From an optimization exercise on the open Yosys and OpenROAD flow, aimed at small area, a short achievable clock period and few clock cycles per item; shortcuts taken in it are not production practice. The RTL was checked by simulation tests, not by an equivalence proof against the original design.

## fp_top
module fp_top
#(
    parameter fp_pkg::fp_format_e  FP_FORMAT   = fp_pkg::FP32,
    parameter fp_pkg::int_format_e INT_FORMAT  = fp_pkg::INT32,
    parameter logic        RISCV_MODE  = 1'b0
)
(
    input clk_i,
    input rst_i,
    input start_i,
    output logic ready_o,
    input [63:0] a_i,
    input [63:0] b_i,
    input [63:0] c_i,
    input fp_pkg::roundmode_e rnd_i,
    input fp_pkg::float_op_e op_i,
    input [1:0] op_modify_i,
    output logic [63:0] result_o,
    output logic valid_o,
    output fp_pkg::status_t flags_o
);
localparam int unsigned FP_WIDTH   = fp_pkg::fp_width(FP_FORMAT);
localparam int unsigned EXP_WIDTH  = fp_pkg::exp_bits(FP_FORMAT);
localparam int unsigned MANT_WIDTH = fp_pkg::man_bits(FP_FORMAT);
localparam int unsigned INT_WIDTH  = fp_pkg::int_width(INT_FORMAT);
function logic sign(input logic [FP_WIDTH-1:0] val);
    sign = val[FP_WIDTH-1];
endfunction
function logic [EXP_WIDTH-1:0] exp(input logic [FP_WIDTH-1:0] val);
    exp = val[FP_WIDTH-2-:EXP_WIDTH];
endfunction
  ...
For scale: roughly 15000 cells after synthesis, roughly 280 I/O pins, roughly 110000 um2 of cells after synthesis.
Settings: LEC_CHECK=0, CAP_MARGIN=20, CORE_MARGIN=2, CORE_UTILIZATION=40, SETUP_SLACK_MARGIN=5, SLEW_MARGIN=20; clock period 20.0 ns.
run.sh (not shown) runs the stock make flow with config.mk's settings and CLKGATE_MAP_FILE= SYNTH_SCRIPT=/design/flow/synth_recipe.tcl, a recipe that flattens the netlist after the stock synthesis.
The starting point completed without violations.
Testbench counts at the start, summed over its fixed seeds: cycles 34,992, ops 24,000.
Edit:
--- a/flow/design.v
+++ b/flow/design.v
@@ -4623,19 +4623,19 @@
 assign urnd.rs = rs_o;
 assign urnd.round_en = round_en_i;
 assign urnd.invalid = invalid_i;
 assign urnd.exp_cout = exp_cout_o;
 assign urnd_result_o = urnd;
 endmodule
 module fp_sqrt
 #(
     parameter fp_pkg::fp_format_e FP_FORMAT = fp_pkg::FP32,
-    parameter int SQRT_S = 4
+    parameter int SQRT_S = 3
 )
 (
     clk_i,
     reset_i,
     a_i,
     start_i,
     rnd_i,
     done_o,
     urnd_result_o
@@ -4781,19 +4781,19 @@
     .zero_o()
 );
 logic [$clog2(FP_WIDTH)-1:0] shamt_val;
 logic [EXP_WIDTH+1:0] exp_adj;
 assign exp_adj = (a_decoded.exp | a_info.is_subnormal) - (shamt_a);
 assign shamt_val = shamt_a | a_decoded.exp[0] | a_info.is_subnormal;
 logic [25:0] sqrt_v;
 logic sqrt_sticky;
 assign sqrt_v = {2'b0, a_info.is_normal, a_decoded.mant} << shamt_val;
-int_sqrt #(.S(SQRT_S), .L0(5)) int_sqrt_inst
+int_sqrt #(.S(SQRT_S)) int_sqrt_inst
 (
   .clk_i(clk_i),
   .reset_i(reset_i),
   .start_i(start_i),
   .v_i(sqrt_v),
   .q_o(mant_sqrt),
   .sticky_o(sqrt_sticky),
   .done_o(done_o)
 );
What happened: The changed run passed the timing, design-rule and antenna checks; sequential share of layout area is about the same; flip-flop and latch count falls by 6; setup slack is better by 370 ps; wire length fell by 4.4%; worst hold slack improved by 6.1 ps; area after synthesis hardly moves; non-clock buffer count falls by 76.
Testbench counts after the change, summed over its fixed seeds: cycles 35,466, ops 24,000.

========
fp_top, a different RTL version from the one above (not shown whole).
For scale: ~630 flip-flops, about 280 I/O pins, roughly 110000 µm² of cells after synthesis.
Settings: LEC_CHECK=0, CAP_MARGIN=20, CORE_MARGIN=2, CORE_UTILIZATION=40, SETUP_SLACK_MARGIN=5, SLEW_MARGIN=20, SYNTH_HIERARCHICAL=1, SYNTH_MINIMUM_KEEP_SIZE=200; clock period 20.0 ns.
The first run ran to the end with no violations.
Testbench counts at the start, summed over its fixed seeds: cycles 35,466, ops 24,000.
Next try:
--- a/flow/design.v
+++ b/flow/design.v
@@ -733,26 +733,24 @@
     else
         new_stickybit = compressed_mant[stickyindex];
 assign rnd_result_o.result = out_o;
 assign rnd_result_o.flags = flags_o;
 endmodule
 module fp_add_head
-#(
-    parameter fp_pkg::fp_format_e FP_FORMAT = fp_pkg::FP32
-)
 (
     input  [31:0] a_i,
     input  [31:0] b_i,
     input         sub_i,
     input  fp_pkg::roundmode_e rnd_i,
     output logic        sign_o,
     output logic [28:0] urpr_mant_o,
     output logic [7:0]  urpr_exp_o,
     output logic [4:0]  shamt_o,
     output logic        sticky_o
 );
+localparam fp_pkg::fp_format_e FP_FORMAT = fp_pkg::FP32;
 localparam int unsigned FP_WIDTH   = fp_pkg::fp_width(FP_FORMAT);
 localparam int unsigned EXP_WIDTH  = fp_pkg::exp_bits(FP_FORMAT);
 localparam int unsigned MANT_WIDTH = fp_pkg::man_bits(FP_FORMAT);
 localparam R_IND = {1'b1, {EXP_WIDTH{1'b1}}, 1'b1, {MANT_WIDTH-1{1'b0}}};
 function logic sign(input logic [FP_WIDTH-1:0] val);
     sign = val[FP_WIDTH-1];
@@ -5967,13 +5965,13 @@
 assign add_done = add_start;
 logic        add_sign;
 logic [28:0] add_urpr_mant;
 logic [7:0]  add_urpr_exp;
 logic [4:0]  add_shamt;
 logic        add_sticky;
-fp_add_head #(.FP_FORMAT(FP_FORMAT)) fp_add_head_inst
+fp_add_head fp_add_head_inst
 (
     .a_i(a_fp),
     .b_i(b_fp),
     .sub_i(op_modify_i == 2'b01),
     .rnd_i(rnd_i),
     .sign_o(add_sign),
Result:
- setup slack is about the same
- wire length came out lower by 1.3%
- clock-buffer cell count came out higher by 3
- clock skew came out higher by 0.0088 ns
- via count came out higher by 2.9%
- area after synthesis came out higher by 2.0%
- final area came out higher by 1.7%
Testbench counts after the change, summed over its fixed seeds: cycles 35,466, ops 24,000.

re-timing with driven ports:
Ports are ideal in the flow. The routed layouts listed here were re-timed in OpenROAD.
Step 1: set_driving_cell puts a clkbuf_16 on clk_i and a buf_2 on each other input, an assumption about the parent block.
Step 2, shift: input delay + t, output delay - t, t = (earliest + latest rising clock arrival at the registers) / 2. This alone moves slack from input paths to output paths.
Three values: no drivers, after step 1, after step 2; two values: the first two.
| run | t, ns | setup slack, ns | worst setup path after step 2 | latest minus earliest clock arrival (ns) |
|---|---|---|---|---|
| the first run of note 1 | 0.814 | 4.808 / 4.715 / 4.514 | input to register | 0.077 / 0.077 |
| the second run of note 1 | 0.856 | 5.180 / 5.123 / 4.501 | input to register | 0.079 / 0.080 |
| the first run of note 2 | 0.824 | 5.162 / 5.101 / 4.354 | input to register | 0.087 / 0.087 |
| the second run of note 2 | 0.820 | 5.161 / 5.065 / 4.526 | input to register | 0.071 / 0.071 |
After both steps setup and hold are still met in every run listed. For the first run of note 2, which loses most, drivers alone change the setup slack by -0.061 ns; drivers and shift together by -0.808 ns.
